This is an optimization exercise on Yosys and OpenROAD, whose aim is small area, not a production implementation. Function was not checked in any run shown here: the RTL went through the layout flow alone. The clock cells of run 1 come from the design's own scripts or RTL, not from TritonCTS. No driver is modelled on the clock port, so clock power and skew are understated where the tree is cut down; a real chip needs a root buffer or a tree.

`flow/abc_e.script`:
```
strash
dc2
strash
dch -f
map -a
mfs2 -W 4 -M 5000
strash
dch -f
map -a
```
`flow/abc_b.script`:
```
strash
&get -n
&fraig -x
&put
scorr
dc2
strash
&get -n
&dch -f
&nf -R 1000
&put
```
`flow/cts_hook.tcl`:
```
# Manual clock buffering: the clock port drives one root buffer, which drives
# nbuf leaf buffers (or the registers directly when nbuf is 0); registers are
# split among the leaves by position.
proc manual_cts {nbuf bcell {rcell sky130_fd_sc_hd__clkbuf_16}} {
  set block [ord::get_db_block]
  set port_net [$block findNet i_Clock]
  set sinks {}
  foreach it [$port_net getITerms] {
    if {[$it isInputSignal]} { lappend sinks $it }
  }
  set master [[ord::get_db] findMaster $rcell]
  set root [odb::dbInst_create $block $master clkroot]
  set rnet [odb::dbNet_create $block clknet_root]
  $rnet setSigType CLOCK
  [$root findITerm A] connect $port_net
  [$root findITerm X] connect $rnet
  # centroid of sinks
  set n [llength $sinks]
  set sx 0; set sy 0
  foreach it $sinks {
    set b [[$it getInst] getBBox]
    set sx [expr {$sx + ([$b xMin] + [$b xMax]) / 2}]
    set sy [expr {$sy + ([$b yMin] + [$b yMax]) / 2}]
  }
  set cx [expr {$sx / $n}]; set cy [expr {$sy / $n}]
  $root setLocation $cx $cy
  $root setPlacementStatus PLACED
  if {$nbuf == 0} {
    foreach it $sinks { $it disconnect; $it connect $rnet }
    return
  }
  # split sinks into nbuf groups by angle around the centroid
  set lst {}
  foreach it $sinks {
    set b [[$it getInst] getBBox]
    set x [expr {([$b xMin] + [$b xMax]) / 2 - $cx}]
    set y [expr {([$b yMin] + [$b yMax]) / 2 - $cy}]
    lappend lst [list [expr {atan2($y, $x)}] $it $x $y]
  }
  set lst [lsort -real -index 0 $lst]
  set bm [[ord::get_db] findMaster $bcell]
  for {set k 0} {$k < $nbuf} {incr k} {
    set lo [expr {$k * $n / $nbuf}]; set hi [expr {($k + 1) * $n / $nbuf}]
    set buf [odb::dbInst_create $block $bm clkleaf_$k]
    set net [odb::dbNet_create $block clknet_leaf_$k]
    $net setSigType CLOCK
    [$buf findITerm A] connect $rnet
    [$buf findITerm X] connect $net
    set gx 0; set gy 0
    for {set i $lo} {$i < $hi} {incr i} {
      set e [lindex $lst $i]
      set it [lindex $e 1]
      $it disconnect; $it connect $net
      set gx [expr {$gx + [lindex $e 2]}]; set gy [expr {$gy + [lindex $e 3]}]
    }
    set m [expr {$hi - $lo}]
    $buf setLocation [expr {int($cx + $gx / $m)}] [expr {int($cy + $gy / $m)}]
    $buf setPlacementStatus PLACED
  }
}

# ORFS's cts.tcl calls clock_tree_synthesis after this hook; build the tree
# by hand instead (one root buffer, a few leaf buffers).
rename clock_tree_synthesis tritoncts_unused
proc clock_tree_synthesis {args} {
  manual_cts $::env(MCTS_NBUF) $::env(MCTS_BCELL) $::env(MCTS_RCELL)
}
```
`flow/abc_c.script`:
```
strash
dch
map -a
topo
dnsize
```
`config.mk`:
```
export PLATFORM = sky130hd
export DESIGN_NAME = uart_rx
export DESIGN_NICKNAME = uart_rx
export VERILOG_FILES = /design/flow/design.v
export SDC_FILE = /design/flow/constraint.sdc
export NUM_CORES = 4
export LEC_CHECK = 0
export CAP_MARGIN = 20
export CORE_MARGIN = 2
export CORE_UTILIZATION = 40
export GPL_TIMING_DRIVEN = 0
export SLEW_MARGIN = 20
```
`flow/abc_g.script`:
```
strash
&get -n
&fraig -x
&put
scorr
dc2
strash
&get -n
&dch -f
&nf -R 1000 -a
&put
mfs2 -W 4 -M 5000
strash
&get -n
&dch -f
&nf -R 1000 -a
&put
```
`flow/abc_d.script`:
```
strash
&get -n
&fraig -x
&put
scorr
dc2
strash
&get -n
&dch -f
&nf -R 1000
&put
mfs2 -W 4 -M 5000
strash
&get -n
&dch -f
&nf -R 1000
&put
mfs2 -W 4 -M 5000
strash
&get -n
&dch -f
&nf -R 1000
&put
```
`design.v`:
```
module uart_rx
  #(parameter CLKS_PER_BIT = 104)
  (
   input             i_Clock,
   input             i_Rst,
   input             i_Rx_Serial,
   output reg [15:0] o_Rx_Byte,
   output reg        square_wave,
   output reg        pin1,
   output reg        pin2
   );
  localparam [3:0] PH_SLOT8 = 4'd8, PH_STOP = 4'd9, PH_IDLE = 4'd10,
                   PH_START = 4'd11;
  reg [3:0] r_Phase;
  reg [6:0] r_Count;         
  reg [7:0] r_Byte;
  reg       r_Hi_Done;       
  reg [23:0] counter;
  reg [15:0] steps;          
  reg [15:0] store;          
  reg [14:0] quot;
  reg [15:0] rem;
  wire rx      = i_Rx_Serial;
  wire idle    = (r_Phase == PH_IDLE);
  wire start   = (r_Phase == PH_START);
  wire data    = ~r_Phase[3];
  wire slot8   = (r_Phase == PH_SLOT8);
  wire stopb   = (r_Phase == PH_STOP);
  wire c_zero = (r_Count == 7'd0);
  wire c_104  = r_Count[6] & r_Count[5] & r_Count[3];
  wire c_103  = r_Count[6] & r_Count[5] & r_Count[2] & r_Count[1] & r_Count[0];
  wire adv_start = start & c_zero;
  wire adv_bit   = (data | slot8 | stopb) & c_zero;
  wire upd       = stopb & c_103;
  always @(posedge i_Clock) begin
    if (i_Rst) begin
      r_Phase   <= PH_IDLE;
      r_Hi_Done <= 1'b0;
    end else begin
      if (idle) begin
        if (!rx) r_Phase <= PH_START;
      end else if (adv_start) begin
        r_Phase <= rx ? PH_IDLE : 4'd0;
      end else if (adv_bit) begin
        r_Phase <= r_Phase + 4'd1;
      end
      if (upd) r_Hi_Done <= ~r_Hi_Done;
    end
  end
  always @(posedge i_Clock)
    r_Count <= idle ? 7'd51 : c_zero ? (slot8 ? 7'd104 : 7'd103) : r_Count - 7'd1;
  always @(posedge i_Clock)
    if (data & c_zero) r_Byte <= {rx, r_Byte[7:1]};
  always @(posedge i_Clock) begin
    if (i_Rst)
      o_Rx_Byte <= 16'd0;
    else if (upd) begin
      if (!r_Hi_Done) o_Rx_Byte[15:8] <= r_Byte;
      else            o_Rx_Byte[7:0]  <= r_Byte;
    end
  end
  localparam [31:0] DIVIDEND = 32'd1800000;
  localparam [31:0] DIV_BY_4 = DIVIDEND >> 2;    
  wire [15:0] divisor = r_Hi_Done ? {o_Rx_Byte[15:8], r_Byte} : {r_Byte, o_Rx_Byte[7:0]};
  wire        nbit    = ~r_Count[6] & ~r_Count[5] & DIV_BY_4[r_Count[4:0]];
  wire [16:0] trial   = {rem, nbit};
  wire [17:0] borrow;
  wire [16:0] diff;
  assign borrow[0] = 1'b0;
  genvar gi;
  generate
    for (gi = 0; gi < 17; gi = gi + 1) begin : g_sub
      wire dv = (gi < 16) ? divisor[gi] : 1'b0;
      assign diff[gi]     = trial[gi] ^ dv ^ borrow[gi];
      assign borrow[gi+1] = (~trial[gi] & dv) | (~trial[gi] & borrow[gi]) | (dv & borrow[gi]);
    end
  endgenerate
  wire        qbit    = ~borrow[17];
  always @(posedge i_Clock) begin
    rem  <= (slot8 | (stopb & c_104)) ? (qbit ? diff[15:0] : trial[15:0]) : 16'd0;
    quot <= {quot[13:0], qbit};
    if (upd) store <= {quot, qbit};
  end
  localparam [15:0] STEPS_SEED = 16'hFFFF;
  localparam [15:0] STEPS_STOP = 16'h9097;   
  wire rpm_zero = (o_Rx_Byte == 16'd0);
  wire [4:0] rl = o_Rx_Byte[4:0];
  wire rpm_small = (o_Rx_Byte[15:5] == 11'd0) && (rl != 5'd0) && (rl < 5'd28);
  wire [4:0] half_top =
      !rpm_small   ? 5'd0  :
      (rl == 5'd1) ? 5'd27 :
      (rl == 5'd2) ? 5'd13 :
      (rl == 5'd3) ? 5'd9  :
      (rl == 5'd4) ? 5'd6  :
      (rl == 5'd5) ? 5'd5  :
      (rl == 5'd6) ? 5'd4  :
      (rl <= 5'd9) ? 5'd3  :
      (rl <= 5'd13) ? 5'd2 : 5'd1;
  wire [20:0] half = {half_top, store};
  wire [21:0] cb;
  assign cb[0] = 1'b0;
  generate
    for (gi = 0; gi < 21; gi = gi + 1) begin : g_cmp
      assign cb[gi+1] = (~counter[gi] & half[gi]) | (~(counter[gi] ^ half[gi]) & cb[gi]);
    end
  endgenerate
  wire ge = rpm_zero ? (&counter)
                     : ((|counter[23:21]) | ~cb[21]);
  wire stop = (steps == STEPS_STOP);
  wire ev   = ge & ~stop;
  wire hi7  = (upd & ~r_Hi_Done) ? r_Byte[7] : o_Rx_Byte[15];
  always @(posedge i_Clock) begin
    if (i_Rst) begin
      counter     <= 24'd0;
      steps       <= STEPS_SEED;
      square_wave <= 1'b1;
      pin1        <= 1'b0;
      pin2        <= 1'b0;
    end else begin
      counter <= ev ? 24'd0 : counter + 24'd1;
      if (ev) begin
        square_wave <= ~square_wave;
        pin1        <= hi7;
        pin2        <= ~hi7;
        if (square_wave)
          steps <= {steps[14:0], steps[15] ^ steps[14] ^ steps[12] ^ steps[3]};
      end
    end
  end
endmodule
```
`flow/abc_a.script`:
```
strash
&get -n
&fraig -x
&put
scorr
dc2
strash
&get -n
&dch -f
&nf -R 1000
&put
mfs2 -W 4 -M 5000
strash
&get -n
&dch -f
&nf -R 1000
&put
```
`flow/abc_f.script`:
```
strash
&get -n
&fraig -x
&put
scorr
dc2
strash
&get -n
&dch -f
&if -K 4 -a
&mfs
&st
&dch -f
&nf -R 1000
&put
```
`flow/abc_h.script`:
```
strash
&get -n
&fraig -x
&put
scorr
dc2
strash
&get -n
&synch2
&dch -f
&nf -R 1000
&put
mfs2 -W 4 -M 5000
strash
&get -n
&dch -f
&nf -R 1000
&put
```
`constraint.sdc`:
```
create_clock -name core_clock -period 100.0 [get_ports {i_Clock}]
set_input_delay 20.0000 -clock core_clock [delete_from_list [all_inputs] [get_ports {i_Clock}]]
set_output_delay 20.0000 -clock core_clock [all_outputs]
set_load 0.01 [all_outputs]
```
`flow/run.sh`:
```
#!/bin/bash
set -euo pipefail
here=$(pwd)

python3 "$here/flow/make_synth.py" "$here" "$FLOW_HOME"
sed -e 's#SYNTH_SCRIPT=[^ ]*#SYNTH_SCRIPT='"$here"'/synth_recipe_multi.tcl ADDER_MAP_FILE=#' \
  "$here/standard.sh" > "$here/standard_custom.sh"
grep -q "synth_recipe_multi.tcl ADDER_MAP_FILE=" "$here/standard_custom.sh"

export PRE_CTS_TCL=$here/flow/cts_hook.tcl
export MCTS_NBUF=8
export MCTS_BCELL=sky130_fd_sc_hd__clkbuf_8
export MCTS_RCELL=sky130_fd_sc_hd__clkbuf_16
export BUFFER_PORTS_ARGS="-buffer_cell sky130_fd_sc_hd__buf_1"
bash "$here/standard_custom.sh" > "$here/flow_make.log" 2>&1
```
`flow/make_synth.py`:
```
"""Write synth_multi.tcl and synth_recipe_multi.tcl into the work folder.

synth_multi.tcl is ORFS's synth.tcl with its single ABC call replaced by a
loop: ABC runs once per flow/abc_*.script on the same design and the
smallest result (by liberty cell area) is kept. Everything else, register
mapping included, is ORFS's synthesis as bench's standard synthesis runs it.
synth_recipe_multi.tcl is bench's synth_recipe.tcl sourcing synth_multi.tcl.
"""
import os
import sys

work, flow_home = sys.argv[1], sys.argv[2]
src = open(os.path.join(flow_home, "scripts", "synth.tcl")).read()
old = "  log_cmd abc {*}$abc_args\n"
if src.count(old) != 1:
    sys.exit("synth.tcl: abc call not found")
new = """  set abc_rest [lrange $abc_args 2 end]
  design -save my_pre_abc
  set best_area -1
  foreach scr [lsort [glob %s/flow/abc_*.script]] {
    design -load my_pre_abc
    log_cmd abc -script $scr {*}$abc_rest
    opt_clean -purge
    set st [tee -q -s result.string stat {*}$lib_args]
    if { ![regexp {Chip area for module '[^']*': ([0-9.]+)} $st -> area] } {
      error "no area from stat after $scr"
    }
    puts "ABC script $scr: area $area"
    if { $best_area < 0 || $area < $best_area } {
      set best_area $area
      set best_scr $scr
      design -save my_best_abc
    }
  }
  design -load my_best_abc
  puts "ABC best script $best_scr: area $best_area"
""" % work
open(os.path.join(work, "synth_multi.tcl"), "w").write(src.replace(old, new))

b = open(os.path.join(work, "synth_recipe.tcl")).read()
line = "source $::env(SCRIPTS_DIR)/synth.tcl"
if b.count(line) != 1:
    sys.exit("synth_recipe.tcl: source line not found")
b = b.replace(line, "source %s/synth_multi.tcl" % work)
open(os.path.join(work, "synth_recipe_multi.tcl"), "w").write(b)
```
`standard.sh`:
```
#!/bin/bash
# synth_recipe.tcl (not shown) runs the flow's synth.tcl, then flattens the netlist and writes it again
# the make line also repeats each setting of config.mk as NAME=value (left out here)
make -C /OpenROAD-flow-scripts/flow DESIGN_CONFIG=/design/flow/config.mk WORK_HOME=/design/flow/orfs CLKGATE_MAP_FILE= SYNTH_SCRIPT=/design/flow/synth_recipe.tcl "${@:-finish}"
```
`flow/abc_i.script`:
```
strash
dc2
strash
balance
rewrite
refactor
balance
rewrite
rewrite -z
balance
refactor -z
rewrite -z
balance
strash
&get -n
&dch -f
&nf -R 1000
&put
mfs2 -W 4 -M 5000
strash
&get -n
&dch -f
&nf -R 1000
&put
```
`flow/abc_j.script`:
```
strash
&get -n
&fraig -x
&put
scorr
dc2
strash
&get -n
&dch -f
&if -K 6 -a
&mfs
&st
&dch -f
&nf -R 1000
&put
mfs2 -W 4 -M 5000
strash
&get -n
&dch -f
&nf -R 1000
&put
```
==> out/metrics.cfg, run 1 <==
[status]
status = finished clean

[final_layout]
fin_nets = 588
utilization = 0.445
multi_input_area_mm2 = 0.00219
nFillCells = 1203
area_delta_synth_final_pct = 9.09
layout-drive-gt1-share = 0.0240
n_antenna_cell = 0
seq_area_mm2 = 0.00276

[yosys]
ys_types = 42
synth-seq-area-share = 0.539
synth_top_cell_area_share = 0.399
syn_inst = 550
synth-seq-cells = 126
yosysWarnings = 1
synth_area_mm2 = 0.00512
synthFlopType = dfxtp_1
synth_edf_count = 24
yosys-top-cells-area = dfxtp_1, edfxtp_1, nor2_1
syn-num-nets = 553
async_flop_share = 0
synth_top_cell_by_area = dfxtp_1
avgSynthCellArea_um2 = 9.31

[detailed_routing]
drt-vias-per-instance = 5.09
via_count = 3846
antenna_left = 0
route.met2.wl_um = 4300
dr.max_layer_used = met4
met1_length_um = 4920
wl_per_cell_um = 12.9
drcViolationCount = 0
first_iter_violations = 174
route.final.wire_length_um = 9750
dr.pass1.iters = 4
met3WireLength_um = 384

[clocking]
clock_latency_ns = 0.35
cts_hold_buf = 0
cts_setup_buffers = 0
post_cts_resized = 0
clk_pin_slew_worst_paths_ns = 0.09

[floorplan]
start_util = 0.408
die_h_um = 117
io_pins = 22
die_area_mm2 = 0.0137
rows = 41
die_x_um = 117
coreArea_mm2 = 0.0126

[global_route]
grt_overflow_total = 0
grt_pass1_vias = 3470
grtUsageTotal = 0.142
grt_max_degree = 41
antenna_found_initial = 0
grt_pass1_wl_um = 16300

[timing]
setup_viol_count_final = 0
worst_pin_slew_ns = 1.04
fin_crit_sh = 0.211
hold_ws_ns = 0.352
setup_tns_ns = 0
slew_viol_final = 0
fin_worst_skew_ns = 0.00705
hold_viol_final = 0
rsz0062_at_grt = false
timing.fmax_mhz = 47.3
max_slew_margin = 0.308
min_period_ns = 21.14
setup_ws_ns = 78.86

[job]
maxCapViolCount = 0

[setup_path]
critPathRequiredTime_ns = 100.22
startpoint_type = input pin
arrival_ns = 21.36
end_kind = flop
critPathKind = input pin to flop
cp_max_fo = 40

[placement]
place_congestion = 0.795
portBuffers = 21
dpl_worst_slack_ns = 78.47
dp_hpwl_um = 6870

[min_path]
hold_path.class = flop to flop

sequential cells by signal, summed over array words and instances, names as in the netlist, 4 cells and up:
signal     cells
counter       24
o_Rx_Byte     16
rem           16
steps         16
store         16
quot          15
r_Byte         8
r_Count        7
r_Phase        4
final timing paths:
path         cells after the start  slack (ns)          end      start
max                              4       78.86  counter[15]      i_Rst
min                              0        0.35     quot[13]   quot[12]
max reg2reg                     34       91.40      rem[11]  r_Hi_Done
min reg2reg                      0        0.35     quot[13]   quot[12]
metrics by stage:
stage          area, µm²  cells
6_report            5590    755
5_1_grt             5590    755
4_1_cts             5590    755
3_5_place_dp        5450    746
3_3_place_gp        5420    743
2_1_floorplan       5120    550
worst max-delay path, cell delays in order:
cell and delay [ns]:
buf_2 0.56, or2_1 0.50, buf_8 0.22, nor3_1 0.07
layout by cell type, fill, tap and decap left out, types with 4 or more instances in the layout:
| cell | instances |
|---|---|
| dfxtp_1 | 102 |
| nor2_1 | 68 |
| a21oi_1 | 49 |
| clkinv_1 | 46 |
| o21ai_0 | 44 |
| nor3_1 | 29 |
| nand2_1 | 28 |
| xnor2_1 | 24 |
| edfxtp_1 | 24 |
| buf_1 | 20 |
| mux2i_1 | 19 |
| nor2b_1 | 15 |
| nand3_1 | 14 |
| xor2_1 | 10 |
| a31oi_1 | 8 |
| clkbuf_8 | 8 |
| maj3_1 | 6 |
| and3_1 | 6 |
| nor3b_1 | 6 |
| nand4_1 | 5 |
| o22ai_1 | 5 |
| a211oi_1 | 4 |
layout make-up:
| class | instances | area share |
|---|---|---|
| Buffer | 9 | 0.0242 |
| Inverter | 46 | 0.0309 |
| Multi-Input combinational cell | 378 | 0.392 |
| Sequential cell | 126 | 0.494 |
| Tap cell | 172 | 0.0385 |
| Timing Repair Buffer | 24 | 0.0197 |
kinds of logic (layout without fill, tap and decap cells):
group,count (synthesis),in the layout,share of synthesized area
AO/OA/AOI/OAI,127,127,0.139
XOR/XNOR,34,34,0.0581
adder cells (fa/ha/maj),6,6,0.0117
buffers and inverters,46,79,0.0337
flip-flops,126,126,0.539
multiplexers,19,19,0.0371
AND/OR/NAND/NOR,192,192,0.181
Yosys cell counts, types with 2 or more instances:
master / count
a21o_1: 2
edfxtp_1: 24
nand3_1: 14
o211ai_1: 2
a21oi_1: 49
nand2_1: 28
and3_1: 6
or2_0: 4
nand2b_1: 3
a211oi_1: 4
maj3_1: 6
nor3b_1: 6
nand4_1: 5
clkinv_1: 46
xor2_1: 10
a221oi_1: 2
a22oi_1: 3
mux2i_1: 19
nor3_1: 30
o22ai_1: 5
a31oi_1: 8
or3_1: 3
xnor2_1: 24
o21ai_0: 44
nor4_1: 3
nor2b_1: 15
and4_1: 2
dfxtp_1: 102
nor2_1: 68
per-layer routing:
| metal | global-route usage | vias up |
|---|---|---|
| met5 | 0 | - |
| met4 | 0.0188 | 0 |
| met3 | 0.0170 | 11 |
| met2 | 0.235 | 45 |
| met1 | 0.204 | 1797 |
| li1 | - | 1993 |
==> inputs of run 2 (changes only) <==
==> design.v (replaced) <==
module uart_rx
  #(parameter CLKS_PER_BIT = 104)
  (
   input        i_Clock,
   input        i_Rst,
   input        i_Rx_Serial,
   output reg [15:0] o_Rx_Byte,
  output reg square_wave,
  output reg pin1,
  output  reg pin2
  );
  parameter s_IDLE         = 3'b000;
  parameter s_RX_START_BIT = 3'b001;
  parameter s_RX_DATA_BITS = 3'b010;
  parameter s_RX_STOP_BIT  = 3'b011;
  parameter s_CLEANUP      = 3'b100;
  reg  [7:0] data_check;
  reg [7:0] first_8bit;
  reg [7:0] second_8bit;
  reg           r_Rx_Data_R;
  reg           r_Rx_Data;
  reg [15:0]     r_Clock_Count;
  reg [4:0]     r_Bit_Index;  
  reg [15:0]     r_Rx_Byte;
  reg [2:0]     r_SM_Main;
wire [60:0] distZ = 61'hFFFFFFFFFFFFFF;
reg [23:0] counter;
reg toggle;
reg toggle_n;
wire [23:0] store;
wire [15:0] distA;
reg [15:0] distB;
reg stop;
reg [15:0] rpm;
assign distA =40*distZ;
assign store = (rpm == 16'd0) ? 24'hFFFFFF : (18 * 100000)/ rpm;
  always @(posedge i_Clock)
    begin
    if (i_Rst)
    begin
      r_Rx_Data_R <= 1'b1;
      r_Rx_Data   <= 1'b1;
      o_Rx_Byte   <= 16'd0;
      rpm         <= 16'd0;
      counter     <= 24'd0;
      toggle      <= 1'b1;
      distB       <= 16'd0;
      stop        <= 1'b0;
      square_wave <= 1'b1;
      pin1        <= 1'b0;
      pin2        <= 1'b0;
    end
    else
    begin
      r_Rx_Data_R <= i_Rx_Serial;
      r_Rx_Data   <= i_Rx_Serial;
     o_Rx_Byte[15:8] <= second_8bit;
     o_Rx_Byte[7:0] <= first_8bit;
     rpm <= {second_8bit, first_8bit};
toggle_n = toggle;
if (stop==0)
begin
counter <= counter + 1;
if (counter >= store )
begin
toggle_n = ~toggle;
toggle <= toggle_n;
counter<=0;
if (second_8bit[7] == 0)
begin
pin1 <= 0;
pin2 <= 1;
end
else
begin
pin1 <= 1;
pin2 <= 0;
end
if (toggle_n==0)
begin
distB <= distB +1;
end
end
if (distB ==distA)
begin
stop <= 1;
end
else
begin
square_wave <= toggle_n;
end
end
end
end
always @(posedge i_Clock)
begin
    if (i_Rst)
    begin
      r_SM_Main     <= s_IDLE;
      r_Clock_Count <= 16'd0;
      r_Bit_Index   <= 5'd0;
      r_Rx_Byte     <= 16'd0;
      data_check    <= 8'h00;
      first_8bit    <= 8'h00;
      second_8bit   <= 8'h00;
    end
    else
      case (r_SM_Main)
        s_IDLE :
          begin
            r_Clock_Count <= 0;
            r_Bit_Index   <= 0;
            if (r_Rx_Data == 1'b0)           
              r_SM_Main <= s_RX_START_BIT;
            else
              r_SM_Main <= s_IDLE;
          end
        s_RX_START_BIT :
          begin
            if (r_Clock_Count == (CLKS_PER_BIT-1)/2)
              begin
                if (r_Rx_Data == 1'b0)
                  begin
                    r_Clock_Count <= 0;   
                    r_SM_Main     <= s_RX_DATA_BITS;
                  end
                else
                  r_SM_Main <= s_IDLE;
              end
            else
              begin
                r_Clock_Count <= r_Clock_Count + 1;
                r_SM_Main     <= s_RX_START_BIT;
              end
          end  
        s_RX_DATA_BITS :
          begin
            if (r_Clock_Count < CLKS_PER_BIT-1)
              begin
                r_Clock_Count <= r_Clock_Count + 1;
                r_SM_Main     <= s_RX_DATA_BITS;
              end
            else
              begin
                r_Clock_Count          <= 0;
                r_Rx_Byte[r_Bit_Index] <= r_Rx_Data;
                if (r_Bit_Index < 8)
                  begin
                    r_Bit_Index <= r_Bit_Index + 1;
                    r_SM_Main   <= s_RX_DATA_BITS;
                  end
                else
                  begin
						 if (data_check == 8'h01)
						 begin
                   first_8bit <= r_Rx_Byte[7:0];
						 data_check <= 8'h00;
						 end
						 if (data_check == 8'h00)
						 begin
					second_8bit <= r_Rx_Byte[7:0];
						 data_check <= 8'h01;
						 end
                    r_Bit_Index <= 0;
                    r_SM_Main   <= s_RX_STOP_BIT;
                  end
              end
          end  
        s_RX_STOP_BIT :
          begin
            if (r_Clock_Count < CLKS_PER_BIT-1)
              begin
                r_Clock_Count <= r_Clock_Count + 1;
                r_SM_Main     <= s_RX_STOP_BIT;
              end
            else
              begin
                r_Clock_Count <= 0;
                r_SM_Main     <= s_CLEANUP;
              end
          end  
        s_CLEANUP :
          begin
            r_SM_Main <= s_IDLE;
          end
        default :
          r_SM_Main <= s_IDLE;
      endcase
    end
endmodule  
==> run.sh (new file) <==
#!/bin/bash
# synth_recipe.tcl (not shown) runs the flow's synth.tcl, then flattens the netlist and writes it again
# the make line also repeats each setting of config.mk as NAME=value (left out here)
make -C /OpenROAD-flow-scripts/flow DESIGN_CONFIG=/design/flow/config.mk WORK_HOME=/design/flow/orfs CLKGATE_MAP_FILE= SYNTH_SCRIPT=/design/flow/synth_recipe.tcl finish
--- a/config.mk
+++ b/config.mk
@@ -9,4 +9,3 @@
 export CORE_MARGIN = 2
 export CORE_UTILIZATION = 40
-export GPL_TIMING_DRIVEN = 0
 export SLEW_MARGIN = 20
removed: flow/run.sh
removed: flow/abc_a.script
removed: flow/abc_b.script
removed: flow/abc_c.script
removed: flow/abc_d.script
removed: flow/abc_e.script
removed: flow/abc_f.script
removed: flow/abc_g.script
removed: flow/abc_h.script
removed: flow/abc_i.script
removed: flow/abc_j.script
removed: flow/cts_hook.tcl
removed: flow/make_synth.py
removed: standard.sh
==> out/metrics.cfg, run 2 <==
[global_route]
grt_use_met3 = 0.0168  ; was 0.0170
grt_use_met2 = 0.378  ; was 0.235
grtUsageTotal = 0.232  ; was 0.142
grt_overflow_total = 0  ; unchanged
grt_pass1_wl_um = 151000  ; was 16300 µm
grt_max_degree = 78  ; was 41
antenna_found_initial = 0  ; unchanged
grt_use_met1 = 0.329  ; was 0.204
grt-busiest-layer = met2  ; unchanged
grt_pass1_vias = 28900  ; was 3470

[yosys]
yosysWarnings = 1  ; unchanged
syn_inst = 4333  ; was 550
synth_edf_count = 0  ; was 24
syn-num-nets = 4728  ; was 553
ys_types = 118  ; was 42
synth-seq-cells = 111  ; was 126
synthFlopType = dfxtp_1  ; unchanged
async_flop_share = 0  ; unchanged
synth_area_mm2 = 0.0301  ; was 0.00512 mm²
synthMostInstantiatedCell = nor2_1  ; was dfxtp_1
synth_top_cell_by_area = ha_1  ; was dfxtp_1
synth_common_cells = nor2_1, ha_1, a21oi_1  ; was dfxtp_1, nor2_1, a21oi_1
synth_top_cell_area_share = 0.163  ; was 0.399
avgSynthCellArea_um2 = 6.95  ; was 9.31 µm²
synth-seq-area-share = 0.0737  ; was 0.539
yosys-top-cells-area = ha_1, dfxtp_1, nor2_1  ; was dfxtp_1, edfxtp_1, nor2_1

[detailed_routing]
route.final.wire_length_um = 94500  ; was 9750 µm
via_count = 31700  ; was 3846
first_iter_violations = 2573  ; was 174
drt-vias-per-instance = 6.01  ; was 5.09
antenna_left = 0  ; unchanged
wl_per_cell_um = 17.9  ; was 12.9 µm
drcViolationCount = 0  ; unchanged
dr.pass1.iters = 8  ; was 4

[final_layout]
fin_nets = 4701  ; was 588
layout-drive-gt1-share = 0.0710  ; was 0.0240
final_cell_count_no_fill = 5280  ; was 755
layout_commonest_cell = nor2_1  ; was dfxtp_1
largest_reg_flops = 24  ; unchanged
utilization = 0.431  ; was 0.445
top_register = counter  ; unchanged
area_delta_synth_final_pct = 6.59  ; was 9.09%
n_antenna_cell = 0  ; unchanged
final_cell_mix = nor2_1, ha_1, a21oi_1  ; was dfxtp_1, nor2_1, a21oi_1

[setup_path]
arrival_ns = 91.91  ; was 21.36 ns
max_stage_delay_ns = 0.63  ; was 0.56 ns
critPathTopFamily = compound AO/OA/AOI/OAI gates  ; was buffers and inverters
cp_num_cells = 452  ; was 4
rr_worst_depth = 452  ; was 34
end_kind = flop  ; unchanged
crit_path_start = o_Rx_Byte[7]  ; was i_Rst
r2r-start = o_Rx_Byte[7]  ; was r_Hi_Done
cp_max_fo = 37  ; was 40
cpMaxStageDelayCell = nor2_1  ; was buf_2
startpoint_type = flop  ; was input pin
path_common_cell = a21oi_1
critPathBufInv = 18  ; was 2
critPathRequiredTime_ns = 100.23  ; was 100.22 ns
critPathKind = flop to flop  ; was input pin to flop

[timing]
fin_crit_sh = 0.917  ; was 0.211
hold_viol_final = 0  ; unchanged
hold_ws_ns = 0.454  ; was 0.352 ns
min_period_ns = 91.68  ; was 21.14 ns
setup_viol_count_final = 0  ; unchanged
fin_worst_skew_ns = 0.0179  ; was 0.00705 ns
slew_viol_final = 0  ; unchanged
max_slew_margin = 0.381  ; was 0.308
timing.fmax_mhz = 10.9  ; was 47.3 MHz
worst_pin_slew_ns = 0.903  ; was 1.04 ns
setup_tns_ns = 0  ; unchanged

[placement]
portBuffers = 21  ; unchanged
place_inst = 5240  ; was 746
dp_hpwl_um = 72300  ; was 6870 µm
place_congestion = 0.947  ; was 0.795

[floorplan]
die_h_um = 278  ; was 117 µm
die_x_um = 278  ; was 117 µm
die_area_mm2 = 0.0775  ; was 0.0137 mm²
coreArea_mm2 = 0.0746  ; was 0.0126 mm²
io_pins = 22  ; unchanged
start_util = 0.404  ; was 0.408
rows = 100  ; was 41

[min_path]
hp-start = first_8bit[3]  ; was quot[12]
whs_path_depth = 1  ; was 0
hold_path.class = flop to flop  ; unchanged

[clocking]
cts_tree = yes
cts_max_level = 3
clock_latency_ns = 0.37  ; was 0.35 ns
clk_pin_slew_worst_paths_ns = 0.09  ; about the same
clockRootBuffer = clkbuf_16
cts_buffers = 9
cts_max_path_buffers = 2
cts_sinks = 111

[job]
maxCapViolCount = 0  ; unchanged

[status]
status = finished clean  ; unchanged

-- run 2: cell types whose count changed after synthesis, sizes merged, moves of 167 or more --
cell	change
nor2	+465
ha	+392
inv	+167
a21oi	+333
nand2	+337
o21ai	+263
-- run 2: final cells by class --
| class | count | area (µm²) |
|---|---|---|
| flip-flops and latches | 111 | 2220 |
| inverters | 167 | 627 |
| clock inverters | 7 | 96.3 |
| multi-input cells | 3936 | 27100 |
| repair buffers | 81 | 672 |
| well taps | 969 | 1210 |
| fillers | 7759 | 42500 |
| clock buffers | 9 | 225 |
-- run 2: worst paths after layout --
check | endpoint | slack [ns]
setup / recovery | distB[9] | 8.32
hold / removal | o_Rx_Byte[3] | 0.45
setup reg to reg | distB[9] | 8.32
hold reg to reg | o_Rx_Byte[3] | 0.45
-- run 2: logic make-up (layout without fill, tap and decap cells) --
group,after synthesis,in the layout,share of synthesized area
mux,128,128,0.0458
compound gates,1420,1420,0.315
flops,111,111,0.0737
fa+ha+maj,392,392,0.163
simple gates,1701,1703,0.280
xor+xnor,293,293,0.0852
buf+inv,288,264,0.0375
-- run 2: per-layer routing --
layer,share of wire,vias up,routed length (µm)
li1,-,16100,-
met3,0.046,153,4370
met4,0.027,0,2510
met2,0.44,854,41700
met1,0.49,14600,45900
met5,0,-,0
-- run 2: worst register-to-register path, delay by kind of cell (launching register included) --
family | cells | cell delay (ns)
AOI/OAI and AO/OA | 259 | 50.42
DFF | 1 | 0.41
muxes | 5 | 1.67
xor gates and xnor gates | 1 | 0.15
adders and majority gates | 31 | 9.87
and+or+nand+nor | 138 | 25.59
buffers and inverters | 18 | 3.45
-- run 2: what timing repair did --
item	4_1_cts	5_1_grt
hold buffers	0	0
resized for setup	0	53
setup endpoints to repair	0	44
setup buffers	0	22
-- run 2: metrics by stage --
stage               area, µm²  worst slack, ns
global placement        31400             5.05
global route            32100           -0.234
CTS                     31700             2.41
floorplan               30100            11.00
detailed placement      31400             2.92
finish                  32100             8.32

==> afterwards: timing with drivers on the ports <==
The results above use ideal ports. As a check the final layouts listed here were re-extracted and re-timed, cells and wires unchanged.
Step 1, drivers: a clkbuf_16 drives i_Clock and a buf_2 each remaining input, both assumed.
Step 2, shift: input delay + t, output delay - t, t = (earliest + latest rising clock arrival at the registers) / 2. This alone moves slack from input paths to output paths.
Slacks: ideal / step 1 / step 2; pairs: ideal / step 1.
| run | t, ns | setup WS [ns] | worst slew at a driven data input, ns |
|---|---|---|---|
| run 1 | 0.382 | 78.860 / 78.846 / 78.497 | 0.03 |
| run 2 | 0.409 | 8.319 / 8.319 / 8.319 | 0.03 |
After both steps setup and hold are still met in every run listed. The setup slack of run 1, which loses most, moves by -0.014 ns with the drivers and by -0.363 ns with both steps.
